Source: an optimization exercise on an open RTL-to-GDS flow (aim: small area). Production flows keep margins and buffers that such runs may drop.
Function was checked by simulation only, so behaviour that the tests miss may differ from the original.
Power and IR drop assume default switching activity.

==> flow/design.v, too long to show whole: its modules and the start of the top module <==
// module ALU_STAGE: 26 lines
// module alu_a21oi: 3 lines
// module alu_a221oi: 3 lines
// module alu_a222oi: 3 lines
// module alu_a22oi: 3 lines
// module alu_a32oi: 3 lines
// module alu_and3: 3 lines
// module alu_inv: 3 lines
// module alu_nand2: 3 lines
// module alu_nand3: 3 lines
// module alu_nand4: 3 lines
// module alu_nor2: 3 lines
// module alu_o21ai: 3 lines
// module alu_xnor2: 3 lines
// module alu_xor2: 3 lines
// module ALU: 996 lines
module ALU_STAGE (
  input clock_in,
  input [31:0] a_in,
  input [31:0] b_in,
  input [3:0] uop_in,
  output [31:0] result_out
);
  // ...
==> flow/flow/run.sh <==
#!/bin/bash
# Layout flow: the standard ORFS flow (standard.sh: synthesis through final
# layout, unchanged synthesis), with these changes made through ORFS's own
# variables and step hooks:
#  - ports are buffered with sky130_fd_sc_hd__buf_1 (buffer_ports -buffer_cell)
#    instead of the clock-delay buffer buffer_ports picks by itself;
#  - before floorplanning, flow/downsize.tcl removes the buffers synthesis
#    inserted and gives every combinational cell its smallest drive strength,
#    so that timing repair upsizes only where needed (with GPL_TIMING_DRIVEN 0
#    global placement does not remove those buffers itself);
#  - clock tree built without dummy loads, from clkbuf_4 leaves and a clkbuf_8
#    root instead of clkbuf_16 (CTS_ARGS).
# Each step's full log is in orfs/logs/; make's own output is in standard.log.
set -euo pipefail
cd "$(dirname "$0")/.."
WORK=$PWD
export BUFFER_PORTS_ARGS="-buffer_cell sky130_fd_sc_hd__buf_1"
export PRE_FLOORPLAN_TCL="$WORK/flow/downsize.tcl"
export CTS_ARGS="-sink_clustering_enable -repair_clock_nets -dont_use_dummy_load -buf_list {sky130_fd_sc_hd__clkbuf_4 sky130_fd_sc_hd__clkbuf_8} -root_buf sky130_fd_sc_hd__clkbuf_8 -sink_clustering_buffer sky130_fd_sc_hd__clkbuf_4"
bash standard.sh > "$WORK/standard.log" 2>&1
==> flow/flow/downsize.tcl <==
# Remove the buffers synthesis inserted, then replace every combinational cell by the smallest-area cell of the same family
# (same function and pins, other drive strength), so that timing repair only
# upsizes where it must. Flip-flops keep their cells.
remove_buffers
set block [ord::get_db_block]
set db [ord::get_db]
set masters {}
foreach lib [$db getLibs] {
  foreach m [$lib getMasters] { dict set masters [$m getName] $m }
}
set n 0
foreach inst [$block getInsts] {
  set mname [[$inst getMaster] getName]
  if {![regexp {^(sky130_fd_sc_hd__[a-z0-9]+)_([0-9]+)$} $mname -> base drive]} { continue }
  if {[regexp {df|dl|sdf|edf|tap|fill|decap|conb|clkbuf|clkinv|clkdly|dlygate|dlymetal|buf_|lpflow|probe|diode} $base]} { continue }
  set best $mname
  set best_area [expr {[[$inst getMaster] getWidth] * [[$inst getMaster] getHeight]}]
  foreach d {0 1 2} {
    set cand "${base}_$d"
    if {$cand eq $mname || ![dict exists $masters $cand]} { continue }
    set lc [get_lib_cells -quiet */$cand]
    if {$lc eq ""} { continue }
    if {[get_property $lc dont_use]} { continue }
    set m [dict get $masters $cand]
    set a [expr {[$m getWidth] * [$m getHeight]}]
    if {$a < $best_area} { set best $cand; set best_area $a }
  }
  if {$best ne $mname} {
    replace_cell [get_cells [$inst getName]] [get_lib_cells */$best]
    incr n
  }
}
puts "downsize: replaced $n cells"
==> flow/standard.sh <==
#!/bin/bash
# synth_recipe.tcl (not shown) runs the flow's synth.tcl, then flattens the netlist and writes it again
# the make line also repeats each setting of config.mk as NAME=value (left out here)
make -C /OpenROAD-flow-scripts/flow DESIGN_CONFIG=/design/flow/config.mk WORK_HOME=/design/flow/orfs CLKGATE_MAP_FILE= SYNTH_SCRIPT=/design/flow/synth_recipe.tcl "${@:-finish}"
==> flow/config.mk <==
export PLATFORM = sky130hd
export DESIGN_NAME = ALU_STAGE
export DESIGN_NICKNAME = ALU_STAGE
export VERILOG_FILES = /design/flow/design.v
export SDC_FILE = /design/flow/constraint.sdc
export NUM_CORES = 4
export LEC_CHECK = 0
export CAP_MARGIN = 20
export CORE_MARGIN = 2
export CORE_UTILIZATION = 40
export GPL_TIMING_DRIVEN = 0
export SLEW_MARGIN = 20
export SYNTH_HIERARCHICAL = 1
export SYNTH_MINIMUM_KEEP_SIZE = 0
==> flow/constraint.sdc <==
create_clock -name core_clock -period 4.0 [get_ports {clock_in}]
set_input_delay 0.8000 -clock core_clock [delete_from_list [all_inputs] [get_ports {clock_in}]]
set_output_delay 0.8000 -clock core_clock [all_outputs]
set_load 0.01 [all_outputs]
==> results.ini, run 1 <==
[power_and_ir_drop]
power_leader = registers
p_int_uw = 1640
switching_power_uw = 864

[sta]
setup_viol = 0
rsz0062_at_grt = no
timing.setup.tns_ns = 0

[outcome]
run_status = timing/DRC/antenna clean

[finish]
multi_input_area_um2 = 3980
layout.cells.non_filler = 932
seqCellArea_um2 = 2010
final-clk-cell-share = 0.0178
seq-cell-share = 0.289
final_cell_mix = buf_1 (100), a222oi_1 (98), dfxtp_1 (96)
nFlopsAndLatches = 100
multi_input_area_share = 0.572
stdcell_area_um2 = 6960

[worst_setup_path]
slowest_delay_ns = 0.60
rr_startpoint = uop_q[0]$_DFF_P_
regToRegEndpoint = result_q[24]$_DFF_P_
worst-path-buf-inv = 0
rr_worst_depth = 9

[die]
pin_count = 101

[synth]
ys_warn_count = 7
synth_fp_nets = 685

[global_route]
grt_pass1_wl_mm = 29.7
grtUsageMet3 = 0.0636

[routing]
route.met3.wl_mm = 1.72
route.met2.wl_mm = 9.17
postRouteAntennaNets = 0
drt_first_pass_iters = 15
routed.top_layer = met4
wire_per_inst_um = 21.3

[job]
drv_cap = 0

[place]
hpwl_mm = 13.4

[min_path]
whs_path_depth = 1

[clock_network]
cts_max_level = 3
cts.sinks = 100

==> inputs of run 2 (changes only) <==
--- a/flow/design.v
+++ b/flow/design.v
@@ -72,240 +72,241 @@
     input [DATA_WIDTH-1:0]  a_data_in,
     input [DATA_WIDTH-1:0]  b_data_in,
     input [3:0]             uop_in,
     output [DATA_WIDTH-1:0] result_out
 );
 wire [31:0] a = a_data_in;
 wire [31:0] b = b_data_in;
 wire [3:0] u = uop_in;
-wire sub   = (u == 4'b0001) | (u == 4'b1010) | (u == 4'b1011);
-wire arith = (u == 4'b0000) | sub;
+wire sub   = u[3] | u[0];
+wire arith = ~u[2] & (u[3] | ~u[1]);
 wire e_s   = (u == 4'b0000) | (u == 4'b0001) | (u == 4'b0010) | (u == 4'b0100);
 wire e_and = (u == 4'b0011);
 wire e_b   = (u == 4'b1001);
 wire shop  = (u == 4'b1101) | (u == 4'b1110) | (u == 4'b1111);
 wire pass  = (u == 4'b1000) | (u == 4'b0010);
 wire lft   = (u == 4'b1111);
 wire rgt   = (u == 4'b1101) | (u == 4'b1110);
 wire fill  = (u == 4'b1101) & a[31];
+wire fill_l = a[31] & ~u[1];
 wire [4:0] sa = b[4:0];
-wire n0 = ~(sa[0] & shop);
-wire l0 = sa[0] & lft;
-wire r0 = sa[0] & rgt;
-wire fr0 = fill & r0;
-wire frn0 = ~fill & r0;
-wire n1 = ~(sa[1] & shop);
-wire l1 = sa[1] & lft;
-wire r1 = sa[1] & rgt;
-wire fr1 = fill & r1;
-wire frn1 = ~fill & r1;
-wire n2 = ~(sa[2] & shop);
-wire l2 = sa[2] & lft;
-wire r2 = sa[2] & rgt;
-wire fr2 = fill & r2;
-wire frn2 = ~fill & r2;
-wire n3 = ~(sa[3] & shop);
-wire l3 = sa[3] & lft;
-wire r3 = sa[3] & rgt;
-wire fr3 = fill & r3;
-wire frn3 = ~fill & r3;
+wire n0 = ~(sa[0] & u[3] & u[2]);
+wire l0 = sa[0] & u[1] & u[0];
+wire r0 = sa[0] & u[2] & ~(u[1] & u[0]);
+wire fr0 = fill_l & r0;
+wire frn0 = ~fill_l & r0;
+wire n1 = ~(sa[1] & u[3] & u[2]);
+wire l1 = sa[1] & u[1] & u[0];
+wire r1 = sa[1] & u[2] & ~(u[1] & u[0]);
+wire fr1 = fill_l & r1;
+wire frn1 = ~fill_l & r1;
+wire n2 = ~(sa[2] & u[3] & u[2]);
+wire l2 = sa[2] & u[1] & u[0];
+wire r2 = sa[2] & u[2] & ~(u[1] & u[0]);
+wire fr2 = fill_l & r2;
+wire frn2 = ~fill_l & r2;
+wire n3 = ~(sa[3] & u[3] & u[2]);
+wire l3 = sa[3] & u[1] & u[0];
+wire r3 = sa[3] & u[2] & ~(u[1] & u[0]);
+wire fr3 = fill_l & r3;
+wire frn3 = ~fill_l & r3;
 wire n4 = (shop | pass) & ~(sa[4] & shop);
 wire l4 = sa[4] & lft;
 wire r4 = sa[4] & rgt;
 wire fr4 = fill & r4;
 wire frn4 = ~fill & r4;
-wire c32 = ~n_a21oi_32;
+wire c32 = n_o21ai_32;
 wire ltu = ~c32;
 wire lts = ~c32 ^ a[31] ^ b[31];
 wire lt_n = ~(((u == 4'b1010) & lts) | ((u == 4'b1011) & ltu));
 wire bx0;
-wire p0;
-wire g0;
+wire pn0;
+wire gn0;
 wire bx1;
-wire p1;
-wire g1;
+wire pn1;
+wire gn1;
 wire bx2;
-wire p2;
-wire g2;
+wire pn2;
+wire gn2;
 wire bx3;
-wire p3;
-wire g3;
+wire pn3;
+wire gn3;
 wire bx4;
-wire pn4;
-wire gn4;
+wire p4;
+wire g4;
 wire bx5;
-wire p5;
-wire g5;
+wire pn5;
+wire gn5;
 wire bx6;
-wire p6;
-wire g6;
+wire pn6;
+wire gn6;
 wire bx7;
-wire pn7;
-wire gn7;
+wire p7;
+wire g7;
 wire bx8;
-wire p8;
-wire g8;
+wire pn8;
+wire gn8;
 wire bx9;
-wire p9;
-wire g9;
+wire pn9;
+wire gn9;
 wire bx10;
-wire p10;
-wire g10;
+wire pn10;
+wire gn10;
 wire bx11;
-wire pn11;
-wire gn11;
+wire p11;
+wire g11;
 wire bx12;
-wire p12;
-wire g12;
+wire pn12;
+wire gn12;
 wire bx13;
-wire pn13;
-wire gn13;
+wire p13;
+wire g13;
 wire bx14;
-wire p14;
-wire g14;
+wire pn14;
+wire gn14;
 wire bx15;
-wire p15;
-wire g15;
+wire pn15;
+wire gn15;
 wire bx16;
-wire pn16;
-wire gn16;
+wire p16;
+wire g16;
 wire bx17;
-wire p17;
-wire g17;
+wire pn17;
+wire gn17;
 wire bx18;
-wire pn18;
-wire gn18;
+wire p18;
+wire g18;
 wire bx19;
-wire p19;
-wire g19;
+wire pn19;
+wire gn19;
 wire bx20;
-wire p20;
-wire g20;
+wire pn20;
+wire gn20;
 wire bx21;
-wire p21;
-wire g21;
+wire pn21;
+wire gn21;
 wire bx22;
-wire pn22;
-wire gn22;
+wire p22;
+wire g22;
 wire bx23;
-wire p23;
-wire g23;
+wire pn23;
+wire gn23;
 wire bx24;
-wire pn24;
-wire gn24;
+wire p24;
+wire g24;
 wire bx25;
-wire p25;
-wire g25;
+wire pn25;
+wire gn25;
 wire bx26;
-wire p26;
-wire g26;
+wire pn26;
+wire gn26;
 wire bx27;
-wire pn27;
-wire gn27;
+wire p27;
+wire g27;
 wire bx28;
-wire p28;
-wire g28;
+wire pn28;
+wire gn28;
 wire bx29;
-wire p29;
-wire g29;
+wire pn29;
+wire gn29;
 wire bx30;
-wire p30;
-wire g30;
+wire pn30;
+wire gn30;
 wire bx31;
-wire pn31;
-wire gn31;
-wire n_a21oi_1;
-wire n_a21oi_2;
-wire n_nand2_1;
+wire p31;
+wire g31;
 wire C0_n;
 wire n_o21ai_1;
-wire n_a21oi_3;
-wire n_a21oi_4;
-wire n_nand2_2;
-wire C1_n;
 wire n_o21ai_2;
-wire n_o21ai_3;
 wire n_nor2_1;
-wire n_a21oi_5;
-wire C2_t;
-wire n_a21oi_6;
-wire n_a21oi_7;
-wire n_nand2_3;
+wire n_a21oi_1;
+wire n_o21ai_3;
 wire n_o21ai_4;
-wire n_o21ai_5;
 wire n_nor2_2;
-wire n_a21oi_8;
-wire n_a21oi_9;
-wire n_nand2_4;
+wire C1_t;
+wire n_a21oi_2;
+wire n_a21oi_3;
+wire n_nand2_1;
+wire n_o21ai_5;
+wire C2_n;
 wire n_o21ai_6;
-wire n_a21oi_10;
-wire n_a21oi_11;
-wire n_nand2_5;
-wire C3_n;
 wire n_o21ai_7;
-wire n_o21ai_8;
 wire n_nor2_3;
-wire n_a21oi_12;
-wire n_a21oi_13;
-wire n_nand2_6;
+wire n_a21oi_4;
+wire n_a21oi_5;
+wire n_nand2_2;
+wire n_o21ai_8;
 wire n_o21ai_9;
-wire n_o21ai_10;
 wire n_nor2_4;
-wire n_a21oi_14;
-wire C4_t;
-wire n_a21oi_15;
-wire n_a21oi_16;
-wire n_nand2_7;
+wire n_a21oi_6;
+wire n_o21ai_10;
 wire n_o21ai_11;
-wire n_o21ai_12;
 wire n_nor2_5;
-wire n_a21oi_17;
-wire n_a21oi_18;
-wire n_nand2_8;
+wire C3_t;
+wire n_a21oi_7;
+wire n_a21oi_8;
+wire n_nand2_3;
+wire n_o21ai_12;
 wire n_o21ai_13;
-wire n_o21ai_14;
 wire n_nor2_6;
-wire n_a21oi_19;
-wire n_a21oi_20;
-wire n_nand2_9;
+wire n_a21oi_9;
+wire n_a21oi_10;
+wire n_nand2_4;
+wire n_o21ai_14;
+wire C4_n;
 wire n_o21ai_15;
-wire n_a21oi_21;
-wire n_a21oi_22;
-wire n_nand2_10;
-wire C5_n;
 wire n_o21ai_16;
-wire n_o21ai_17;
 wire n_nor2_7;
-wire n_a21oi_23;
-wire n_a21oi_24;
-wire n_nand2_11;
+wire n_a21oi_11;
+wire n_a21oi_12;
+wire n_nand2_5;
+wire n_o21ai_17;
 wire n_o21ai_18;
-wire n_o21ai_19;
 wire n_nor2_8;
-wire n_a21oi_25;
-wire C6_t;
-wire n_a21oi_26;
-wire n_a21oi_27;
-wire n_nand2_12;
+wire n_a21oi_13;
+wire n_a21oi_14;
+wire n_nand2_6;
+wire n_o21ai_19;
 wire n_o21ai_20;
-wire n_o21ai_21;
 wire n_nor2_9;
-wire n_a21oi_28;
-wire n_a21oi_29;
-wire n_nand2_13;
+wire n_a21oi_15;
+wire n_o21ai_21;
 wire n_o21ai_22;
-wire n_a21oi_30;
-wire n_a21oi_31;
-wire n_nand2_14;
-wire C7_n;
+wire n_nor2_10;
+wire C5_t;
+wire n_a21oi_16;
+wire n_a21oi_17;
+wire n_nand2_7;
 wire n_o21ai_23;
 wire n_o21ai_24;
-wire n_nor2_10;
-wire n_a21oi_32;
+wire n_nor2_11;
+wire n_a21oi_18;
+wire n_a21oi_19;
+wire n_nand2_8;
+wire n_o21ai_25;
+wire C6_n;
+wire n_o21ai_26;
+wire n_o21ai_27;
+wire n_nor2_12;
+wire n_a21oi_20;
+wire n_a21oi_21;
+wire n_nand2_9;
+wire n_o21ai_28;
+wire n_o21ai_29;
+wire n_nor2_13;
+wire n_a21oi_22;
+wire n_o21ai_30;
+wire n_o21ai_31;
+wire n_nor2_14;
+wire C7_t;
+wire n_a21oi_23;
+wire n_a21oi_24;
+wire n_nand2_10;
+wire n_o21ai_32;
 wire s0;
 wire s1;
 wire s2;
 wire s3;
 wire s4;
 wire s5;
 wire s6;
 wire s7;
@@ -585,231 +586,231 @@
 wire y29;
 wire an30;
 wire tn30;
 wire y30;
 wire an31;
 wire tn31;
 wire y31;
 alu_xor2 u_bx0 (.a(b[0]), .b(sub), .y(bx0));
-alu_xor2 u_p0 (.a(a[0]), .b(bx0), .y(p0));
-alu_and3 u_g0 (.a(a[0]), .b(bx0), .c(arith), .y(g0));
+alu_xnor2 u_pn0 (.a(a[0]), .b(bx0), .y(pn0));
+alu_nand3 u_gn0 (.a(a[0]), .b(bx0), .c(arith), .y(gn0));
 alu_xor2 u_bx1 (.a(b[1]), .b(sub), .y(bx1));
-alu_xor2 u_p1 (.a(a[1]), .b(bx1), .y(p1));
-alu_and3 u_g1 (.a(a[1]), .b(bx1), .c(arith), .y(g1));
+alu_xnor2 u_pn1 (.a(a[1]), .b(bx1), .y(pn1));
+alu_nand3 u_gn1 (.a(a[1]), .b(bx1), .c(arith), .y(gn1));
 alu_xor2 u_bx2 (.a(b[2]), .b(sub), .y(bx2));
-alu_xor2 u_p2 (.a(a[2]), .b(bx2), .y(p2));
-alu_and3 u_g2 (.a(a[2]), .b(bx2), .c(arith), .y(g2));
+alu_xnor2 u_pn2 (.a(a[2]), .b(bx2), .y(pn2));
+alu_nand3 u_gn2 (.a(a[2]), .b(bx2), .c(arith), .y(gn2));
 alu_xor2 u_bx3 (.a(b[3]), .b(sub), .y(bx3));
-alu_xor2 u_p3 (.a(a[3]), .b(bx3), .y(p3));
-alu_and3 u_g3 (.a(a[3]), .b(bx3), .c(arith), .y(g3));
+alu_xnor2 u_pn3 (.a(a[3]), .b(bx3), .y(pn3));
+alu_nand3 u_gn3 (.a(a[3]), .b(bx3), .c(arith), .y(gn3));
 alu_xor2 u_bx4 (.a(b[4]), .b(sub), .y(bx4));
-alu_xnor2 u_pn4 (.a(a[4]), .b(bx4), .y(pn4));
-alu_nand3 u_gn4 (.a(a[4]), .b(bx4), .c(arith), .y(gn4));
+alu_xor2 u_p4 (.a(a[4]), .b(bx4), .y(p4));
+alu_and3 u_g4 (.a(a[4]), .b(bx4), .c(arith), .y(g4));
 alu_xor2 u_bx5 (.a(b[5]), .b(sub), .y(bx5));
-alu_xor2 u_p5 (.a(a[5]), .b(bx5), .y(p5));
-alu_and3 u_g5 (.a(a[5]), .b(bx5), .c(arith), .y(g5));
+alu_xnor2 u_pn5 (.a(a[5]), .b(bx5), .y(pn5));
+alu_nand3 u_gn5 (.a(a[5]), .b(bx5), .c(arith), .y(gn5));
 alu_xor2 u_bx6 (.a(b[6]), .b(sub), .y(bx6));
-alu_xor2 u_p6 (.a(a[6]), .b(bx6), .y(p6));
-alu_and3 u_g6 (.a(a[6]), .b(bx6), .c(arith), .y(g6));
+alu_xnor2 u_pn6 (.a(a[6]), .b(bx6), .y(pn6));
+alu_nand3 u_gn6 (.a(a[6]), .b(bx6), .c(arith), .y(gn6));
 alu_xor2 u_bx7 (.a(b[7]), .b(sub), .y(bx7));
-alu_xnor2 u_pn7 (.a(a[7]), .b(bx7), .y(pn7));
-alu_nand3 u_gn7 (.a(a[7]), .b(bx7), .c(arith), .y(gn7));
+alu_xor2 u_p7 (.a(a[7]), .b(bx7), .y(p7));
+alu_and3 u_g7 (.a(a[7]), .b(bx7), .c(arith), .y(g7));
 alu_xor2 u_bx8 (.a(b[8]), .b(sub), .y(bx8));
-alu_xor2 u_p8 (.a(a[8]), .b(bx8), .y(p8));
-alu_and3 u_g8 (.a(a[8]), .b(bx8), .c(arith), .y(g8));
+alu_xnor2 u_pn8 (.a(a[8]), .b(bx8), .y(pn8));
+alu_nand3 u_gn8 (.a(a[8]), .b(bx8), .c(arith), .y(gn8));
 alu_xor2 u_bx9 (.a(b[9]), .b(sub), .y(bx9));
-alu_xor2 u_p9 (.a(a[9]), .b(bx9), .y(p9));
-alu_and3 u_g9 (.a(a[9]), .b(bx9), .c(arith), .y(g9));
+alu_xnor2 u_pn9 (.a(a[9]), .b(bx9), .y(pn9));
+alu_nand3 u_gn9 (.a(a[9]), .b(bx9), .c(arith), .y(gn9));
 alu_xor2 u_bx10 (.a(b[10]), .b(sub), .y(bx10));
-alu_xor2 u_p10 (.a(a[10]), .b(bx10), .y(p10));
-alu_and3 u_g10 (.a(a[10]), .b(bx10), .c(arith), .y(g10));
+alu_xnor2 u_pn10 (.a(a[10]), .b(bx10), .y(pn10));
+alu_nand3 u_gn10 (.a(a[10]), .b(bx10), .c(arith), .y(gn10));
 alu_xor2 u_bx11 (.a(b[11]), .b(sub), .y(bx11));
-alu_xnor2 u_pn11 (.a(a[11]), .b(bx11), .y(pn11));
-alu_nand3 u_gn11 (.a(a[11]), .b(bx11), .c(arith), .y(gn11));
+alu_xor2 u_p11 (.a(a[11]), .b(bx11), .y(p11));
+alu_and3 u_g11 (.a(a[11]), .b(bx11), .c(arith), .y(g11));
 alu_xor2 u_bx12 (.a(b[12]), .b(sub), .y(bx12));
-alu_xor2 u_p12 (.a(a[12]), .b(bx12), .y(p12));
-alu_and3 u_g12 (.a(a[12]), .b(bx12), .c(arith), .y(g12));
+alu_xnor2 u_pn12 (.a(a[12]), .b(bx12), .y(pn12));
+alu_nand3 u_gn12 (.a(a[12]), .b(bx12), .c(arith), .y(gn12));
 alu_xor2 u_bx13 (.a(b[13]), .b(sub), .y(bx13));
-alu_xnor2 u_pn13 (.a(a[13]), .b(bx13), .y(pn13));
-alu_nand3 u_gn13 (.a(a[13]), .b(bx13), .c(arith), .y(gn13));
+alu_xor2 u_p13 (.a(a[13]), .b(bx13), .y(p13));
+alu_and3 u_g13 (.a(a[13]), .b(bx13), .c(arith), .y(g13));
 alu_xor2 u_bx14 (.a(b[14]), .b(sub), .y(bx14));
-alu_xor2 u_p14 (.a(a[14]), .b(bx14), .y(p14));
-alu_and3 u_g14 (.a(a[14]), .b(bx14), .c(arith), .y(g14));
+alu_xnor2 u_pn14 (.a(a[14]), .b(bx14), .y(pn14));
+alu_nand3 u_gn14 (.a(a[14]), .b(bx14), .c(arith), .y(gn14));
 alu_xor2 u_bx15 (.a(b[15]), .b(sub), .y(bx15));
-alu_xor2 u_p15 (.a(a[15]), .b(bx15), .y(p15));
-alu_and3 u_g15 (.a(a[15]), .b(bx15), .c(arith), .y(g15));
+alu_xnor2 u_pn15 (.a(a[15]), .b(bx15), .y(pn15));
+alu_nand3 u_gn15 (.a(a[15]), .b(bx15), .c(arith), .y(gn15));
 alu_xor2 u_bx16 (.a(b[16]), .b(sub), .y(bx16));
-alu_xnor2 u_pn16 (.a(a[16]), .b(bx16), .y(pn16));
-alu_nand3 u_gn16 (.a(a[16]), .b(bx16), .c(arith), .y(gn16));
+alu_xor2 u_p16 (.a(a[16]), .b(bx16), .y(p16));
+alu_and3 u_g16 (.a(a[16]), .b(bx16), .c(arith), .y(g16));
 alu_xor2 u_bx17 (.a(b[17]), .b(sub), .y(bx17));
-alu_xor2 u_p17 (.a(a[17]), .b(bx17), .y(p17));
-alu_and3 u_g17 (.a(a[17]), .b(bx17), .c(arith), .y(g17));
+alu_xnor2 u_pn17 (.a(a[17]), .b(bx17), .y(pn17));
+alu_nand3 u_gn17 (.a(a[17]), .b(bx17), .c(arith), .y(gn17));
 alu_xor2 u_bx18 (.a(b[18]), .b(sub), .y(bx18));
-alu_xnor2 u_pn18 (.a(a[18]), .b(bx18), .y(pn18));
-alu_nand3 u_gn18 (.a(a[18]), .b(bx18), .c(arith), .y(gn18));
+alu_xor2 u_p18 (.a(a[18]), .b(bx18), .y(p18));
+alu_and3 u_g18 (.a(a[18]), .b(bx18), .c(arith), .y(g18));
 alu_xor2 u_bx19 (.a(b[19]), .b(sub), .y(bx19));
-alu_xor2 u_p19 (.a(a[19]), .b(bx19), .y(p19));
-alu_and3 u_g19 (.a(a[19]), .b(bx19), .c(arith), .y(g19));
+alu_xnor2 u_pn19 (.a(a[19]), .b(bx19), .y(pn19));
+alu_nand3 u_gn19 (.a(a[19]), .b(bx19), .c(arith), .y(gn19));
 alu_xor2 u_bx20 (.a(b[20]), .b(sub), .y(bx20));
-alu_xor2 u_p20 (.a(a[20]), .b(bx20), .y(p20));
-alu_and3 u_g20 (.a(a[20]), .b(bx20), .c(arith), .y(g20));
+alu_xnor2 u_pn20 (.a(a[20]), .b(bx20), .y(pn20));
+alu_nand3 u_gn20 (.a(a[20]), .b(bx20), .c(arith), .y(gn20));
 alu_xor2 u_bx21 (.a(b[21]), .b(sub), .y(bx21));
-alu_xor2 u_p21 (.a(a[21]), .b(bx21), .y(p21));
-alu_and3 u_g21 (.a(a[21]), .b(bx21), .c(arith), .y(g21));
+alu_xnor2 u_pn21 (.a(a[21]), .b(bx21), .y(pn21));
+alu_nand3 u_gn21 (.a(a[21]), .b(bx21), .c(arith), .y(gn21));
 alu_xor2 u_bx22 (.a(b[22]), .b(sub), .y(bx22));
-alu_xnor2 u_pn22 (.a(a[22]), .b(bx22), .y(pn22));
-alu_nand3 u_gn22 (.a(a[22]), .b(bx22), .c(arith), .y(gn22));
+alu_xor2 u_p22 (.a(a[22]), .b(bx22), .y(p22));
+alu_and3 u_g22 (.a(a[22]), .b(bx22), .c(arith), .y(g22));
 alu_xor2 u_bx23 (.a(b[23]), .b(sub), .y(bx23));
-alu_xor2 u_p23 (.a(a[23]), .b(bx23), .y(p23));
-alu_and3 u_g23 (.a(a[23]), .b(bx23), .c(arith), .y(g23));
+alu_xnor2 u_pn23 (.a(a[23]), .b(bx23), .y(pn23));
+alu_nand3 u_gn23 (.a(a[23]), .b(bx23), .c(arith), .y(gn23));
 alu_xor2 u_bx24 (.a(b[24]), .b(sub), .y(bx24));
-alu_xnor2 u_pn24 (.a(a[24]), .b(bx24), .y(pn24));
-alu_nand3 u_gn24 (.a(a[24]), .b(bx24), .c(arith), .y(gn24));
+alu_xor2 u_p24 (.a(a[24]), .b(bx24), .y(p24));
+alu_and3 u_g24 (.a(a[24]), .b(bx24), .c(arith), .y(g24));
 alu_xor2 u_bx25 (.a(b[25]), .b(sub), .y(bx25));
-alu_xor2 u_p25 (.a(a[25]), .b(bx25), .y(p25));
-alu_and3 u_g25 (.a(a[25]), .b(bx25), .c(arith), .y(g25));
+alu_xnor2 u_pn25 (.a(a[25]), .b(bx25), .y(pn25));
+alu_nand3 u_gn25 (.a(a[25]), .b(bx25), .c(arith), .y(gn25));
 alu_xor2 u_bx26 (.a(b[26]), .b(sub), .y(bx26));
-alu_xor2 u_p26 (.a(a[26]), .b(bx26), .y(p26));
-alu_and3 u_g26 (.a(a[26]), .b(bx26), .c(arith), .y(g26));
+alu_xnor2 u_pn26 (.a(a[26]), .b(bx26), .y(pn26));
+alu_nand3 u_gn26 (.a(a[26]), .b(bx26), .c(arith), .y(gn26));
 alu_xor2 u_bx27 (.a(b[27]), .b(sub), .y(bx27));
-alu_xnor2 u_pn27 (.a(a[27]), .b(bx27), .y(pn27));
-alu_nand3 u_gn27 (.a(a[27]), .b(bx27), .c(arith), .y(gn27));
+alu_xor2 u_p27 (.a(a[27]), .b(bx27), .y(p27));
+alu_and3 u_g27 (.a(a[27]), .b(bx27), .c(arith), .y(g27));
 alu_xor2 u_bx28 (.a(b[28]), .b(sub), .y(bx28));
-alu_xor2 u_p28 (.a(a[28]), .b(bx28), .y(p28));
-alu_and3 u_g28 (.a(a[28]), .b(bx28), .c(arith), .y(g28));
+alu_xnor2 u_pn28 (.a(a[28]), .b(bx28), .y(pn28));
+alu_nand3 u_gn28 (.a(a[28]), .b(bx28), .c(arith), .y(gn28));
 alu_xor2 u_bx29 (.a(b[29]), .b(sub), .y(bx29));
-alu_xor2 u_p29 (.a(a[29]), .b(bx29), .y(p29));
-alu_and3 u_g29 (.a(a[29]), .b(bx29), .c(arith), .y(g29));
+alu_xnor2 u_pn29 (.a(a[29]), .b(bx29), .y(pn29));
+alu_nand3 u_gn29 (.a(a[29]), .b(bx29), .c(arith), .y(gn29));
 alu_xor2 u_bx30 (.a(b[30]), .b(sub), .y(bx30));
-alu_xor2 u_p30 (.a(a[30]), .b(bx30), .y(p30));
-alu_and3 u_g30 (.a(a[30]), .b(bx30), .c(arith), .y(g30));
+alu_xnor2 u_pn30 (.a(a[30]), .b(bx30), .y(pn30));
+alu_nand3 u_gn30 (.a(a[30]), .b(bx30), .c(arith), .y(gn30));
 alu_xor2 u_bx31 (.a(b[31]), .b(sub), .y(bx31));
-alu_xnor2 u_pn31 (.a(a[31]), .b(bx31), .y(pn31));
-alu_nand3 u_gn31 (.a(a[31]), .b(bx31), .c(arith), .y(gn31));
-alu_a21oi u_n_a21oi_1 (.a1(p0), .a2(sub), .b1(g0), .y(n_a21oi_1));
-alu_a21oi u_n_a21oi_2 (.a1(p1), .a2(g0), .b1(g1), .y(n_a21oi_2));
-alu_nand2 u_n_nand2_1 (.a(p1), .b(p0), .y(n_nand2_1));
+alu_xor2 u_p31 (.a(a[31]), .b(bx31), .y(p31));
+alu_and3 u_g31 (.a(a[31]), .b(bx31), .c(arith), .y(g31));
 alu_inv u_C0_n (.a(sub), .y(C0_n));
-alu_o21ai u_n_o21ai_1 (.a1(n_nand2_1), .a2(C0_n), .b1(n_a21oi_2), .y(n_o21ai_1));
-alu_a21oi u_n_a21oi_3 (.a1(p2), .a2(n_o21ai_1), .b1(g2), .y(n_a21oi_3));
-alu_a21oi u_n_a21oi_4 (.a1(p3), .a2(g2), .b1(g3), .y(n_a21oi_4));
-alu_nand2 u_n_nand2_2 (.a(p3), .b(p2), .y(n_nand2_2));
-alu_inv u_C1_n (.a(n_o21ai_1), .y(C1_n));
-alu_o21ai u_n_o21ai_2 (.a1(n_nand2_2), .a2(C1_n), .b1(n_a21oi_4), .y(n_o21ai_2));
-alu_o21ai u_n_o21ai_3 (.a1(pn4), .a2(n_a21oi_4), .b1(gn4), .y(n_o21ai_3));
-alu_nor2 u_n_nor2_1 (.a(pn4), .b(n_nand2_2), .y(n_nor2_1));
-alu_a21oi u_n_a21oi_5 (.a1(n_nor2_1), .a2(n_o21ai_1), .b1(n_o21ai_3), .y(n_a21oi_5));
-alu_inv u_C2_t (.a(n_a21oi_5), .y(C2_t));
-alu_a21oi u_n_a21oi_6 (.a1(p5), .a2(C2_t), .b1(g5), .y(n_a21oi_6));
-alu_a21oi u_n_a21oi_7 (.a1(p6), .a2(g5), .b1(g6), .y(n_a21oi_7));
-alu_nand2 u_n_nand2_3 (.a(p6), .b(p5), .y(n_nand2_3));
-alu_o21ai u_n_o21ai_4 (.a1(n_nand2_3), .a2(n_a21oi_5), .b1(n_a21oi_7), .y(n_o21ai_4));
-alu_o21ai u_n_o21ai_5 (.a1(pn7), .a2(n_a21oi_7), .b1(gn7), .y(n_o21ai_5));
-alu_nor2 u_n_nor2_2 (.a(pn7), .b(n_nand2_3), .y(n_nor2_2));
-alu_a21oi u_n_a21oi_8 (.a1(n_nor2_2), .a2(C2_t), .b1(n_o21ai_5), .y(n_a21oi_8));
-alu_a21oi u_n_a21oi_9 (.a1(p8), .a2(n_o21ai_5), .b1(g8), .y(n_a21oi_9));
-alu_nand2 u_n_nand2_4 (.a(p8), .b(n_nor2_2), .y(n_nand2_4));
-alu_o21ai u_n_o21ai_6 (.a1(n_nand2_4), .a2(n_a21oi_5), .b1(n_a21oi_9), .y(n_o21ai_6));
-alu_a21oi u_n_a21oi_10 (.a1(p9), .a2(n_o21ai_6), .b1(g9), .y(n_a21oi_10));
-alu_a21oi u_n_a21oi_11 (.a1(p10), .a2(g9), .b1(g10), .y(n_a21oi_11));
-alu_nand2 u_n_nand2_5 (.a(p10), .b(p9), .y(n_nand2_5));
-alu_inv u_C3_n (.a(n_o21ai_6), .y(C3_n));
-alu_o21ai u_n_o21ai_7 (.a1(n_nand2_5), .a2(C3_n), .b1(n_a21oi_11), .y(n_o21ai_7));
-alu_o21ai u_n_o21ai_8 (.a1(pn11), .a2(n_a21oi_11), .b1(gn11), .y(n_o21ai_8));
-alu_nor2 u_n_nor2_3 (.a(pn11), .b(n_nand2_5), .y(n_nor2_3));
-alu_a21oi u_n_a21oi_12 (.a1(n_nor2_3), .a2(n_o21ai_6), .b1(n_o21ai_8), .y(n_a21oi_12));
-alu_a21oi u_n_a21oi_13 (.a1(p12), .a2(n_o21ai_8), .b1(g12), .y(n_a21oi_13));
-alu_nand2 u_n_nand2_6 (.a(p12), .b(n_nor2_3), .y(n_nand2_6));
-alu_o21ai u_n_o21ai_9 (.a1(n_nand2_6), .a2(C3_n), .b1(n_a21oi_13), .y(n_o21ai_9));
-alu_o21ai u_n_o21ai_10 (.a1(pn13), .a2(n_a21oi_13), .b1(gn13), .y(n_o21ai_10));
-alu_nor2 u_n_nor2_4 (.a(pn13), .b(n_nand2_6), .y(n_nor2_4));
-alu_a21oi u_n_a21oi_14 (.a1(n_nor2_4), .a2(n_o21ai_6), .b1(n_o21ai_10), .y(n_a21oi_14));
-alu_inv u_C4_t (.a(n_a21oi_14), .y(C4_t));
-alu_a21oi u_n_a21oi_15 (.a1(p14), .a2(C4_t), .b1(g14), .y(n_a21oi_15));
-alu_a21oi u_n_a21oi_16 (.a1(p15), .a2(g14), .b1(g15), .y(n_a21oi_16));
-alu_nand2 u_n_nand2_7 (.a(p15), .b(p14), .y(n_nand2_7));
-alu_o21ai u_n_o21ai_11 (.a1(n_nand2_7), .a2(n_a21oi_14), .b1(n_a21oi_16), .y(n_o21ai_11));
-alu_o21ai u_n_o21ai_12 (.a1(pn16), .a2(n_a21oi_16), .b1(gn16), .y(n_o21ai_12));
-alu_nor2 u_n_nor2_5 (.a(pn16), .b(n_nand2_7), .y(n_nor2_5));
-alu_a21oi u_n_a21oi_17 (.a1(n_nor2_5), .a2(C4_t), .b1(n_o21ai_12), .y(n_a21oi_17));
-alu_a21oi u_n_a21oi_18 (.a1(p17), .a2(n_o21ai_12), .b1(g17), .y(n_a21oi_18));
-alu_nand2 u_n_nand2_8 (.a(p17), .b(n_nor2_5), .y(n_nand2_8));
-alu_o21ai u_n_o21ai_13 (.a1(n_nand2_8), .a2(n_a21oi_14), .b1(n_a21oi_18), .y(n_o21ai_13));
-alu_o21ai u_n_o21ai_14 (.a1(pn18), .a2(n_a21oi_18), .b1(gn18), .y(n_o21ai_14));
-alu_nor2 u_n_nor2_6 (.a(pn18), .b(n_nand2_8), .y(n_nor2_6));
-alu_a21oi u_n_a21oi_19 (.a1(n_nor2_6), .a2(C4_t), .b1(n_o21ai_14), .y(n_a21oi_19));
-alu_a21oi u_n_a21oi_20 (.a1(p19), .a2(n_o21ai_14), .b1(g19), .y(n_a21oi_20));
-alu_nand2 u_n_nand2_9 (.a(p19), .b(n_nor2_6), .y(n_nand2_9));
-alu_o21ai u_n_o21ai_15 (.a1(n_nand2_9), .a2(n_a21oi_14), .b1(n_a21oi_20), .y(n_o21ai_15));
-alu_a21oi u_n_a21oi_21 (.a1(p20), .a2(n_o21ai_15), .b1(g20), .y(n_a21oi_21));
-alu_a21oi u_n_a21oi_22 (.a1(p21), .a2(g20), .b1(g21), .y(n_a21oi_22));
-alu_nand2 u_n_nand2_10 (.a(p21), .b(p20), .y(n_nand2_10));
-alu_inv u_C5_n (.a(n_o21ai_15), .y(C5_n));
-alu_o21ai u_n_o21ai_16 (.a1(n_nand2_10), .a2(C5_n), .b1(n_a21oi_22), .y(n_o21ai_16));
-alu_o21ai u_n_o21ai_17 (.a1(pn22), .a2(n_a21oi_22), .b1(gn22), .y(n_o21ai_17));
-alu_nor2 u_n_nor2_7 (.a(pn22), .b(n_nand2_10), .y(n_nor2_7));
-alu_a21oi u_n_a21oi_23 (.a1(n_nor2_7), .a2(n_o21ai_15), .b1(n_o21ai_17), .y(n_a21oi_23));
-alu_a21oi u_n_a21oi_24 (.a1(p23), .a2(n_o21ai_17), .b1(g23), .y(n_a21oi_24));
-alu_nand2 u_n_nand2_11 (.a(p23), .b(n_nor2_7), .y(n_nand2_11));
-alu_o21ai u_n_o21ai_18 (.a1(n_nand2_11), .a2(C5_n), .b1(n_a21oi_24), .y(n_o21ai_18));
-alu_o21ai u_n_o21ai_19 (.a1(pn24), .a2(n_a21oi_24), .b1(gn24), .y(n_o21ai_19));
-alu_nor2 u_n_nor2_8 (.a(pn24), .b(n_nand2_11), .y(n_nor2_8));
-alu_a21oi u_n_a21oi_25 (.a1(n_nor2_8), .a2(n_o21ai_15), .b1(n_o21ai_19), .y(n_a21oi_25));
-alu_inv u_C6_t (.a(n_a21oi_25), .y(C6_t));
-alu_a21oi u_n_a21oi_26 (.a1(p25), .a2(C6_t), .b1(g25), .y(n_a21oi_26));
-alu_a21oi u_n_a21oi_27 (.a1(p26), .a2(g25), .b1(g26), .y(n_a21oi_27));
-alu_nand2 u_n_nand2_12 (.a(p26), .b(p25), .y(n_nand2_12));
-alu_o21ai u_n_o21ai_20 (.a1(n_nand2_12), .a2(n_a21oi_25), .b1(n_a21oi_27), .y(n_o21ai_20));
-alu_o21ai u_n_o21ai_21 (.a1(pn27), .a2(n_a21oi_27), .b1(gn27), .y(n_o21ai_21));
-alu_nor2 u_n_nor2_9 (.a(pn27), .b(n_nand2_12), .y(n_nor2_9));
-alu_a21oi u_n_a21oi_28 (.a1(n_nor2_9), .a2(C6_t), .b1(n_o21ai_21), .y(n_a21oi_28));
-alu_a21oi u_n_a21oi_29 (.a1(p28), .a2(n_o21ai_21), .b1(g28), .y(n_a21oi_29));
-alu_nand2 u_n_nand2_13 (.a(p28), .b(n_nor2_9), .y(n_nand2_13));
-alu_o21ai u_n_o21ai_22 (.a1(n_nand2_13), .a2(n_a21oi_25), .b1(n_a21oi_29), .y(n_o21ai_22));
-alu_a21oi u_n_a21oi_30 (.a1(p29), .a2(n_o21ai_22), .b1(g29), .y(n_a21oi_30));
-alu_a21oi u_n_a21oi_31 (.a1(p30), .a2(g29), .b1(g30), .y(n_a21oi_31));
-alu_nand2 u_n_nand2_14 (.a(p30), .b(p29), .y(n_nand2_14));
-alu_inv u_C7_n (.a(n_o21ai_22), .y(C7_n));
-alu_o21ai u_n_o21ai_23 (.a1(n_nand2_14), .a2(C7_n), .b1(n_a21oi_31), .y(n_o21ai_23));
-alu_o21ai u_n_o21ai_24 (.a1(pn31), .a2(n_a21oi_31), .b1(gn31), .y(n_o21ai_24));
-alu_nor2 u_n_nor2_10 (.a(pn31), .b(n_nand2_14), .y(n_nor2_10));
-alu_a21oi u_n_a21oi_32 (.a1(n_nor2_10), .a2(n_o21ai_22), .b1(n_o21ai_24), .y(n_a21oi_32));
-alu_xor2 u_s0 (.a(p0), .b(sub), .y(s0));
-alu_xnor2 u_s1 (.a(p1), .b(n_a21oi_1), .y(s1));
-alu_xor2 u_s2 (.a(p2), .b(n_o21ai_1), .y(s2));
-alu_xnor2 u_s3 (.a(p3), .b(n_a21oi_3), .y(s3));
-alu_xnor2 u_s4 (.a(pn4), .b(n_o21ai_2), .y(s4));
-alu_xnor2 u_s5 (.a(p5), .b(n_a21oi_5), .y(s5));
-alu_xnor2 u_s6 (.a(p6), .b(n_a21oi_6), .y(s6));
-alu_xnor2 u_s7 (.a(pn7), .b(n_o21ai_4), .y(s7));
-alu_xnor2 u_s8 (.a(p8), .b(n_a21oi_8), .y(s8));
-alu_xor2 u_s9 (.a(p9), .b(n_o21ai_6), .y(s9));
-alu_xnor2 u_s10 (.a(p10), .b(n_a21oi_10), .y(s10));
-alu_xnor2 u_s11 (.a(pn11), .b(n_o21ai_7), .y(s11));
-alu_xnor2 u_s12 (.a(p12), .b(n_a21oi_12), .y(s12));
-alu_xnor2 u_s13 (.a(pn13), .b(n_o21ai_9), .y(s13));
-alu_xnor2 u_s14 (.a(p14), .b(n_a21oi_14), .y(s14));
-alu_xnor2 u_s15 (.a(p15), .b(n_a21oi_15), .y(s15));
-alu_xnor2 u_s16 (.a(pn16), .b(n_o21ai_11), .y(s16));
-alu_xnor2 u_s17 (.a(p17), .b(n_a21oi_17), .y(s17));
-alu_xnor2 u_s18 (.a(pn18), .b(n_o21ai_13), .y(s18));
-alu_xnor2 u_s19 (.a(p19), .b(n_a21oi_19), .y(s19));
-alu_xor2 u_s20 (.a(p20), .b(n_o21ai_15), .y(s20));
-alu_xnor2 u_s21 (.a(p21), .b(n_a21oi_21), .y(s21));
-alu_xnor2 u_s22 (.a(pn22), .b(n_o21ai_16), .y(s22));
-alu_xnor2 u_s23 (.a(p23), .b(n_a21oi_23), .y(s23));
-alu_xnor2 u_s24 (.a(pn24), .b(n_o21ai_18), .y(s24));
-alu_xnor2 u_s25 (.a(p25), .b(n_a21oi_25), .y(s25));
-alu_xnor2 u_s26 (.a(p26), .b(n_a21oi_26), .y(s26));
-alu_xnor2 u_s27 (.a(pn27), .b(n_o21ai_20), .y(s27));
-alu_xnor2 u_s28 (.a(p28), .b(n_a21oi_28), .y(s28));
-alu_xor2 u_s29 (.a(p29), .b(n_o21ai_22), .y(s29));
-alu_xnor2 u_s30 (.a(p30), .b(n_a21oi_30), .y(s30));
-alu_xnor2 u_s31 (.a(pn31), .b(n_o21ai_23), .y(s31));
+alu_o21ai u_n_o21ai_1 (.a1(pn0), .a2(C0_n), .b1(gn0), .y(n_o21ai_1));
+alu_o21ai u_n_o21ai_2 (.a1(pn1), .a2(gn0), .b1(gn1), .y(n_o21ai_2));
+alu_nor2 u_n_nor2_1 (.a(pn1), .b(pn0), .y(n_nor2_1));
+alu_a21oi u_n_a21oi_1 (.a1(n_nor2_1), .a2(sub), .b1(n_o21ai_2), .y(n_a21oi_1));
+alu_o21ai u_n_o21ai_3 (.a1(pn2), .a2(n_a21oi_1), .b1(gn2), .y(n_o21ai_3));
+alu_o21ai u_n_o21ai_4 (.a1(pn3), .a2(gn2), .b1(gn3), .y(n_o21ai_4));
+alu_nor2 u_n_nor2_2 (.a(pn3), .b(pn2), .y(n_nor2_2));
+alu_inv u_C1_t (.a(n_a21oi_1), .y(C1_t));
+alu_a21oi u_n_a21oi_2 (.a1(n_nor2_2), .a2(C1_t), .b1(n_o21ai_4), .y(n_a21oi_2));
+alu_a21oi u_n_a21oi_3 (.a1(p4), .a2(n_o21ai_4), .b1(g4), .y(n_a21oi_3));
+alu_nand2 u_n_nand2_1 (.a(p4), .b(n_nor2_2), .y(n_nand2_1));
+alu_o21ai u_n_o21ai_5 (.a1(n_nand2_1), .a2(n_a21oi_1), .b1(n_a21oi_3), .y(n_o21ai_5));
+alu_inv u_C2_n (.a(n_o21ai_5), .y(C2_n));
+alu_o21ai u_n_o21ai_6 (.a1(pn5), .a2(C2_n), .b1(gn5), .y(n_o21ai_6));
+alu_o21ai u_n_o21ai_7 (.a1(pn6), .a2(gn5), .b1(gn6), .y(n_o21ai_7));
+alu_nor2 u_n_nor2_3 (.a(pn6), .b(pn5), .y(n_nor2_3));
+alu_a21oi u_n_a21oi_4 (.a1(n_nor2_3), .a2(n_o21ai_5), .b1(n_o21ai_7), .y(n_a21oi_4));
+alu_a21oi u_n_a21oi_5 (.a1(p7), .a2(n_o21ai_7), .b1(g7), .y(n_a21oi_5));
+alu_nand2 u_n_nand2_2 (.a(p7), .b(n_nor2_3), .y(n_nand2_2));
+alu_o21ai u_n_o21ai_8 (.a1(n_nand2_2), .a2(C2_n), .b1(n_a21oi_5), .y(n_o21ai_8));
+alu_o21ai u_n_o21ai_9 (.a1(pn8), .a2(n_a21oi_5), .b1(gn8), .y(n_o21ai_9));
+alu_nor2 u_n_nor2_4 (.a(pn8), .b(n_nand2_2), .y(n_nor2_4));
+alu_a21oi u_n_a21oi_6 (.a1(n_nor2_4), .a2(n_o21ai_5), .b1(n_o21ai_9), .y(n_a21oi_6));
+alu_o21ai u_n_o21ai_10 (.a1(pn9), .a2(n_a21oi_6), .b1(gn9), .y(n_o21ai_10));
+alu_o21ai u_n_o21ai_11 (.a1(pn10), .a2(gn9), .b1(gn10), .y(n_o21ai_11));
+alu_nor2 u_n_nor2_5 (.a(pn10), .b(pn9), .y(n_nor2_5));
+alu_inv u_C3_t (.a(n_a21oi_6), .y(C3_t));
+alu_a21oi u_n_a21oi_7 (.a1(n_nor2_5), .a2(C3_t), .b1(n_o21ai_11), .y(n_a21oi_7));
+alu_a21oi u_n_a21oi_8 (.a1(p11), .a2(n_o21ai_11), .b1(g11), .y(n_a21oi_8));
+alu_nand2 u_n_nand2_3 (.a(p11), .b(n_nor2_5), .y(n_nand2_3));
+alu_o21ai u_n_o21ai_12 (.a1(n_nand2_3), .a2(n_a21oi_6), .b1(n_a21oi_8), .y(n_o21ai_12));
+alu_o21ai u_n_o21ai_13 (.a1(pn12), .a2(n_a21oi_8), .b1(gn12), .y(n_o21ai_13));
+alu_nor2 u_n_nor2_6 (.a(pn12), .b(n_nand2_3), .y(n_nor2_6));
+alu_a21oi u_n_a21oi_9 (.a1(n_nor2_6), .a2(C3_t), .b1(n_o21ai_13), .y(n_a21oi_9));
+alu_a21oi u_n_a21oi_10 (.a1(p13), .a2(n_o21ai_13), .b1(g13), .y(n_a21oi_10));
+alu_nand2 u_n_nand2_4 (.a(p13), .b(n_nor2_6), .y(n_nand2_4));
+alu_o21ai u_n_o21ai_14 (.a1(n_nand2_4), .a2(n_a21oi_6), .b1(n_a21oi_10), .y(n_o21ai_14));
+alu_inv u_C4_n (.a(n_o21ai_14), .y(C4_n));
+alu_o21ai u_n_o21ai_15 (.a1(pn14), .a2(C4_n), .b1(gn14), .y(n_o21ai_15));
+alu_o21ai u_n_o21ai_16 (.a1(pn15), .a2(gn14), .b1(gn15), .y(n_o21ai_16));
+alu_nor2 u_n_nor2_7 (.a(pn15), .b(pn14), .y(n_nor2_7));
+alu_a21oi u_n_a21oi_11 (.a1(n_nor2_7), .a2(n_o21ai_14), .b1(n_o21ai_16), .y(n_a21oi_11));
+alu_a21oi u_n_a21oi_12 (.a1(p16), .a2(n_o21ai_16), .b1(g16), .y(n_a21oi_12));
+alu_nand2 u_n_nand2_5 (.a(p16), .b(n_nor2_7), .y(n_nand2_5));
+alu_o21ai u_n_o21ai_17 (.a1(n_nand2_5), .a2(C4_n), .b1(n_a21oi_12), .y(n_o21ai_17));
+alu_o21ai u_n_o21ai_18 (.a1(pn17), .a2(n_a21oi_12), .b1(gn17), .y(n_o21ai_18));
+alu_nor2 u_n_nor2_8 (.a(pn17), .b(n_nand2_5), .y(n_nor2_8));
+alu_a21oi u_n_a21oi_13 (.a1(n_nor2_8), .a2(n_o21ai_14), .b1(n_o21ai_18), .y(n_a21oi_13));
+alu_a21oi u_n_a21oi_14 (.a1(p18), .a2(n_o21ai_18), .b1(g18), .y(n_a21oi_14));
+alu_nand2 u_n_nand2_6 (.a(p18), .b(n_nor2_8), .y(n_nand2_6));
+alu_o21ai u_n_o21ai_19 (.a1(n_nand2_6), .a2(C4_n), .b1(n_a21oi_14), .y(n_o21ai_19));
+alu_o21ai u_n_o21ai_20 (.a1(pn19), .a2(n_a21oi_14), .b1(gn19), .y(n_o21ai_20));
+alu_nor2 u_n_nor2_9 (.a(pn19), .b(n_nand2_6), .y(n_nor2_9));
+alu_a21oi u_n_a21oi_15 (.a1(n_nor2_9), .a2(n_o21ai_14), .b1(n_o21ai_20), .y(n_a21oi_15));
+alu_o21ai u_n_o21ai_21 (.a1(pn20), .a2(n_a21oi_15), .b1(gn20), .y(n_o21ai_21));
+alu_o21ai u_n_o21ai_22 (.a1(pn21), .a2(gn20), .b1(gn21), .y(n_o21ai_22));
+alu_nor2 u_n_nor2_10 (.a(pn21), .b(pn20), .y(n_nor2_10));
+alu_inv u_C5_t (.a(n_a21oi_15), .y(C5_t));
+alu_a21oi u_n_a21oi_16 (.a1(n_nor2_10), .a2(C5_t), .b1(n_o21ai_22), .y(n_a21oi_16));
+alu_a21oi u_n_a21oi_17 (.a1(p22), .a2(n_o21ai_22), .b1(g22), .y(n_a21oi_17));
+alu_nand2 u_n_nand2_7 (.a(p22), .b(n_nor2_10), .y(n_nand2_7));
+alu_o21ai u_n_o21ai_23 (.a1(n_nand2_7), .a2(n_a21oi_15), .b1(n_a21oi_17), .y(n_o21ai_23));
+alu_o21ai u_n_o21ai_24 (.a1(pn23), .a2(n_a21oi_17), .b1(gn23), .y(n_o21ai_24));
+alu_nor2 u_n_nor2_11 (.a(pn23), .b(n_nand2_7), .y(n_nor2_11));
+alu_a21oi u_n_a21oi_18 (.a1(n_nor2_11), .a2(C5_t), .b1(n_o21ai_24), .y(n_a21oi_18));
+alu_a21oi u_n_a21oi_19 (.a1(p24), .a2(n_o21ai_24), .b1(g24), .y(n_a21oi_19));
+alu_nand2 u_n_nand2_8 (.a(p24), .b(n_nor2_11), .y(n_nand2_8));
+alu_o21ai u_n_o21ai_25 (.a1(n_nand2_8), .a2(n_a21oi_15), .b1(n_a21oi_19), .y(n_o21ai_25));
+alu_inv u_C6_n (.a(n_o21ai_25), .y(C6_n));
+alu_o21ai u_n_o21ai_26 (.a1(pn25), .a2(C6_n), .b1(gn25), .y(n_o21ai_26));
+alu_o21ai u_n_o21ai_27 (.a1(pn26), .a2(gn25), .b1(gn26), .y(n_o21ai_27));
+alu_nor2 u_n_nor2_12 (.a(pn26), .b(pn25), .y(n_nor2_12));
+alu_a21oi u_n_a21oi_20 (.a1(n_nor2_12), .a2(n_o21ai_25), .b1(n_o21ai_27), .y(n_a21oi_20));
+alu_a21oi u_n_a21oi_21 (.a1(p27), .a2(n_o21ai_27), .b1(g27), .y(n_a21oi_21));
+alu_nand2 u_n_nand2_9 (.a(p27), .b(n_nor2_12), .y(n_nand2_9));
+alu_o21ai u_n_o21ai_28 (.a1(n_nand2_9), .a2(C6_n), .b1(n_a21oi_21), .y(n_o21ai_28));
+alu_o21ai u_n_o21ai_29 (.a1(pn28), .a2(n_a21oi_21), .b1(gn28), .y(n_o21ai_29));
+alu_nor2 u_n_nor2_13 (.a(pn28), .b(n_nand2_9), .y(n_nor2_13));
+alu_a21oi u_n_a21oi_22 (.a1(n_nor2_13), .a2(n_o21ai_25), .b1(n_o21ai_29), .y(n_a21oi_22));
+alu_o21ai u_n_o21ai_30 (.a1(pn29), .a2(n_a21oi_22), .b1(gn29), .y(n_o21ai_30));
+alu_o21ai u_n_o21ai_31 (.a1(pn30), .a2(gn29), .b1(gn30), .y(n_o21ai_31));
+alu_nor2 u_n_nor2_14 (.a(pn30), .b(pn29), .y(n_nor2_14));
+alu_inv u_C7_t (.a(n_a21oi_22), .y(C7_t));
+alu_a21oi u_n_a21oi_23 (.a1(n_nor2_14), .a2(C7_t), .b1(n_o21ai_31), .y(n_a21oi_23));
+alu_a21oi u_n_a21oi_24 (.a1(p31), .a2(n_o21ai_31), .b1(g31), .y(n_a21oi_24));
+alu_nand2 u_n_nand2_10 (.a(p31), .b(n_nor2_14), .y(n_nand2_10));
+alu_o21ai u_n_o21ai_32 (.a1(n_nand2_10), .a2(n_a21oi_22), .b1(n_a21oi_24), .y(n_o21ai_32));
+alu_xnor2 u_s0 (.a(pn0), .b(sub), .y(s0));
+alu_xnor2 u_s1 (.a(pn1), .b(n_o21ai_1), .y(s1));
+alu_xor2 u_s2 (.a(pn2), .b(n_a21oi_1), .y(s2));
+alu_xnor2 u_s3 (.a(pn3), .b(n_o21ai_3), .y(s3));
+alu_xnor2 u_s4 (.a(p4), .b(n_a21oi_2), .y(s4));
+alu_xnor2 u_s5 (.a(pn5), .b(n_o21ai_5), .y(s5));
+alu_xnor2 u_s6 (.a(pn6), .b(n_o21ai_6), .y(s6));
+alu_xnor2 u_s7 (.a(p7), .b(n_a21oi_4), .y(s7));
+alu_xnor2 u_s8 (.a(pn8), .b(n_o21ai_8), .y(s8));
+alu_xor2 u_s9 (.a(pn9), .b(n_a21oi_6), .y(s9));
+alu_xnor2 u_s10 (.a(pn10), .b(n_o21ai_10), .y(s10));
+alu_xnor2 u_s11 (.a(p11), .b(n_a21oi_7), .y(s11));
+alu_xnor2 u_s12 (.a(pn12), .b(n_o21ai_12), .y(s12));
+alu_xnor2 u_s13 (.a(p13), .b(n_a21oi_9), .y(s13));
+alu_xnor2 u_s14 (.a(pn14), .b(n_o21ai_14), .y(s14));
+alu_xnor2 u_s15 (.a(pn15), .b(n_o21ai_15), .y(s15));
+alu_xnor2 u_s16 (.a(p16), .b(n_a21oi_11), .y(s16));
+alu_xnor2 u_s17 (.a(pn17), .b(n_o21ai_17), .y(s17));
+alu_xnor2 u_s18 (.a(p18), .b(n_a21oi_13), .y(s18));
+alu_xnor2 u_s19 (.a(pn19), .b(n_o21ai_19), .y(s19));
+alu_xor2 u_s20 (.a(pn20), .b(n_a21oi_15), .y(s20));
+alu_xnor2 u_s21 (.a(pn21), .b(n_o21ai_21), .y(s21));
+alu_xnor2 u_s22 (.a(p22), .b(n_a21oi_16), .y(s22));
+alu_xnor2 u_s23 (.a(pn23), .b(n_o21ai_23), .y(s23));
+alu_xnor2 u_s24 (.a(p24), .b(n_a21oi_18), .y(s24));
+alu_xnor2 u_s25 (.a(pn25), .b(n_o21ai_25), .y(s25));
+alu_xnor2 u_s26 (.a(pn26), .b(n_o21ai_26), .y(s26));
+alu_xnor2 u_s27 (.a(p27), .b(n_a21oi_20), .y(s27));
+alu_xnor2 u_s28 (.a(pn28), .b(n_o21ai_28), .y(s28));
+alu_xor2 u_s29 (.a(pn29), .b(n_a21oi_22), .y(s29));
+alu_xnor2 u_s30 (.a(pn30), .b(n_o21ai_30), .y(s30));
+alu_xnor2 u_s31 (.a(p31), .b(n_a21oi_23), .y(s31));
 alu_a22oi u_sh0_0 (.a1(a[0]), .a2(n0), .b1(a[1]), .b2(r0), .y(sh0_0));
 alu_a222oi u_sh0_1 (.a1(a[1]), .a2(n0), .b1(a[0]), .b2(l0), .c1(a[2]), .c2(r0), .y(sh0_1));
 alu_a222oi u_sh0_2 (.a1(a[2]), .a2(n0), .b1(a[1]), .b2(l0), .c1(a[3]), .c2(r0), .y(sh0_2));
 alu_a222oi u_sh0_3 (.a1(a[3]), .a2(n0), .b1(a[2]), .b2(l0), .c1(a[4]), .c2(r0), .y(sh0_3));
 alu_a222oi u_sh0_4 (.a1(a[4]), .a2(n0), .b1(a[3]), .b2(l0), .c1(a[5]), .c2(r0), .y(sh0_4));
 alu_a222oi u_sh0_5 (.a1(a[5]), .a2(n0), .b1(a[4]), .b2(l0), .c1(a[6]), .c2(r0), .y(sh0_5));
 alu_a222oi u_sh0_6 (.a1(a[6]), .a2(n0), .b1(a[5]), .b2(l0), .c1(a[7]), .c2(r0), .y(sh0_6));
 alu_a222oi u_sh0_7 (.a1(a[7]), .a2(n0), .b1(a[6]), .b2(l0), .c1(a[8]), .c2(r0), .y(sh0_7));
==> run 2 against run 1 <==
Clock skew down 0.00095 ns. Combinational power up 2%. Global-route usage about the same. Non-clock buffer count down 3. Still clean on timing, DRC and antenna. Die area down 0.31%. Final area down 1.7%. Total power up 0.83%. Area after synthesis down 0.33%.
==> results.ini, run 2 <==
[worst_setup_path]
arrival_ns = 4.15  ; was 4.02 ns
critPathMostFrequentCell = o21ai_1  ; was a222oi_1
endpoint_kind = register  ; unchanged
worstSetupStartpoint = uop_q[0]$_DFF_P_  ; unchanged
path_cells = or2_4, buf_12, buf_12, buf_4, xor2_1, nand3_1, o21ai_1, a21oi_1, o21ai_1, a21oi_1, o21ai_2, a21oi_4, o21ai_4, a21oi_4, o21ai_1, nor3_1, or4b_1, nand4_1  ; was o211a_1, nand2_8, a21oi_4, a222oi_1, a222oi_1, a222oi_1, a221oi_1, a221oi_2, nand3_1
cp_slowest_cell = or4b_1  ; was a222oi_1
slowest_delay_ns = 0.55  ; was 0.60 ns
start_kind = register  ; unchanged
rr_startpoint = uop_q[0]$_DFF_P_  ; unchanged
path_class = register to register  ; unchanged
worstPathMaxFanout = 16  ; was 36
cp_data_required_time_ns = 4.31  ; was 4.26 ns

[sta]
fin_crit_ns = 3.84  ; was 3.76 ns
slew_headroom = 0.231  ; was 0.312
clock.fmax_mhz = 261  ; was 266 MHz
rsz0062_at_grt = yes  ; was no
maxSlewViolCount = 0  ; unchanged
holdWs_ns = 0.501  ; was 0.496 ns
tightest_slew_ns = 1.15  ; was 1.03 ns
timing.setup.tns_ns = 0  ; unchanged
fin_crit_sh = 0.959  ; was 0.940
fin_skew_ns = 0.00964  ; was 0.0106 ns
worst_slack_ns = 0.165  ; was 0.240 ns
hold_viol_final = 0  ; unchanged
setup_viol = 0  ; unchanged

[finish]
seqCellArea_um2 = 2010  ; unchanged
layout.cells.non_filler = 928  ; was 932
finalNetCount = 819  ; was 823
largest_registers = a_q x32, b_q x32, result_q x32  ; unchanged
final.fill_count = 1345  ; was 1342
final_common_cell = buf_1  ; unchanged
num_antenna_cells = 0  ; unchanged
multi_input_area_um2 = 3870  ; was 3980 µm²
drive_gt1_frac = 0.0842  ; was 0.0957
syn_to_final_growth_pct = 19.4  ; was 21.1%
final_cell_mix = buf_1 (100), a222oi_1 (98), dfxtp_1 (96)  ; unchanged

[routing]
vias_per_cell = 6.84  ; was 6.74
drt_first_pass_iters = 20  ; was 15
drt-total-wl_mm = 19.6  ; was 19.9 mm
wire_per_inst_um = 21.2  ; was 21.3 µm
drc = 0  ; unchanged
postRouteAntennaNets = 0  ; unchanged
num_vias = 6345  ; was 6282
drt_iter0_drc = 1059  ; was 1060

[synth]
synth_fp_nets = 686  ; was 685
syn-instance-count = 617  ; was 616
ys_warn_count = 7  ; unchanged
synth_area_um2 = 5730  ; was 5740 µm²
avgSynthCellArea_um2 = 9.28  ; was 9.33 µm²

[die]
die_x_um = 124  ; about the same
row_count = 43  ; unchanged
dieArea_um2 = 15300  ; about the same
pin_count = 101  ; unchanged
die_h_um = 124  ; about the same
coreArea_um2 = 13900  ; unchanged
initial_core_util = 0.411  ; was 0.412

[place]
dpl.cell_count = 907  ; was 902
hpwl_mm = 13.7  ; was 13.4 mm
port_buffers = 100  ; unchanged
place.gp.congestion = 0.873  ; was 0.900
pre_cts_slack_ns = -1.14  ; was -1.47 ns

[global_route]
grt-ovfl-total = 0  ; unchanged
grt_pass1_wl_mm = 29.5  ; was 29.7 mm
grt_max_degree = 33  ; was 36
grt_use_total = 0.253  ; about the same
antenna_found_initial = 0  ; unchanged
grt_pass1_vias = 5488  ; was 5340

[outcome]
run_status = timing/DRC/antenna clean  ; unchanged

[power_and_ir_drop]
irDropWorstVdd_v = 0.000225  ; was 0.000236 V
pwr_density_cell_nw_per_um2 = 369  ; was 360 nW/µm²
power_uw = 2530  ; was 2510 µW
p_leak_uw = 0.00228  ; was 0.00246 µW

[min_path]
min_from = a_in[29]  ; was uop_in[1]
hp-class = primary input to register  ; unchanged

[clock_network]
cts_root_buf = clkbuf_8  ; unchanged
clock_latency_ns = 0.38  ; was 0.39 ns
cts.sinks = 100  ; unchanged
tritoncts = built  ; unchanged
cts_max_level = 3  ; unchanged
numCtsBuffers = 9  ; unchanged
cts_buffer_depth = 2  ; unchanged
clkTransAtPathRegs_ns = 0.08  ; about the same

[job]
drv_cap = 0  ; unchanged

==> run 2: worst paths after layout <==
path	end	slack, ns	cells after the start
max	result_q[0]$_DFF_P_	0.16	18
min	a_q[29]$_DFF_P_	0.50	1
max reg2reg	result_q[0]$_DFF_P_	0.16	18
min reg2reg	result_q[8]$_DFF_P_	0.52	2
==> run 2: per-stage QoR <==
stage          area, µm²  utilization
2_1_floorplan       5730            -
3_3_place_gp        6330        0.455
3_5_place_dp        6480        0.465
4_1_cts             6700        0.481
5_1_grt             6840        0.491
6_report            6840        0.491
==> run 2: cell type report <==
| cell class | instances | area share |
|---|---|---|
| tap | 180 | 0.0329 |
| inverter | 9 | 0.00494 |
| multi-input combinational | 510 | 0.567 |
| clock buffer | 9 | 0.0181 |
| timing repair buffer | 120 | 0.0833 |
| sequential | 100 | 0.294 |
==> run 2: metal layers <==
metal | global-route usage | part of all wire | routed length [µm] | up-vias
met2 | 0.386 | 0.45 | 8820 | 353
met4 | 0.0987 | 0.024 | 474 | 0
met5 | 0 | 0 | 0 | -
li1 | - | - | - | 2928
met1 | 0.352 | 0.43 | 8400 | 3031
met3 | 0.0476 | 0.10 | 1960 | 33
==> run 2: power breakdown <==
| group | internal, µW | switching [µW] |
|---|---|---|
| registers | 1090 | 79.1 |
| logic | 352 | 502 |
| clock network | 202 | 301 |
| total | 1640 | 882 |
==> run 2: critical path: cells and delay by family (launching register included) <==
family,cells,cell delay (ns)
AOI/OAI and AO/OA,9,1.42
DFF,1,0.42
buffers and inverters,3,0.45
and+or+nand+nor,5,1.19
xor gates and xnor gates,1,0.25
==> run 2: timing repair <==
item | 4_1_cts | 5_1_grt
resized for setup | 11 | 13
endpoints found under the setup margin | 32 | 15
hold buffers | 0 | 0
cloned | 2 | 0
hold endpoints to repair | 0 | 0
buffers inserted | 4 | 6
pin swaps | 3 | 9

## what the ideal ports hide
In the flow no input, the clock included, has a driving cell. The finished layouts below were timed again as built, in two steps.
Step 1: set_driving_cell puts a clkbuf_16 on clock_in and a buf_2 on each other input, an assumption about the parent block.
Step 2 adds t to the input delays and takes it off the output delays; t is the mean of the earliest and latest rising clock arrival at the registers after step 1. Input paths then give back, and output paths get back, about the clock's delay inside the block.
a / b / c = ideal ports / drivers / drivers and shift; a / b = the first two.
| run | shift t [ns] | slack for setup (ns) | hold WS [ns] | clock arrival spread, ns | worst data-port slew with drivers (ns) |
|---|---|---|---|---|---|
| run 1 | 0.419 | 0.240 / 0.240 / 0.240 | 0.496 / 0.480 / 0.509 | 0.011 / 0.010 | 0.04 |
| run 2 | 0.415 | 0.165 / 0.165 / 0.165 | 0.501 / 0.485 / 0.522 | 0.009 / 0.009 | 0.03 |
After both steps every run listed still meets setup and hold.
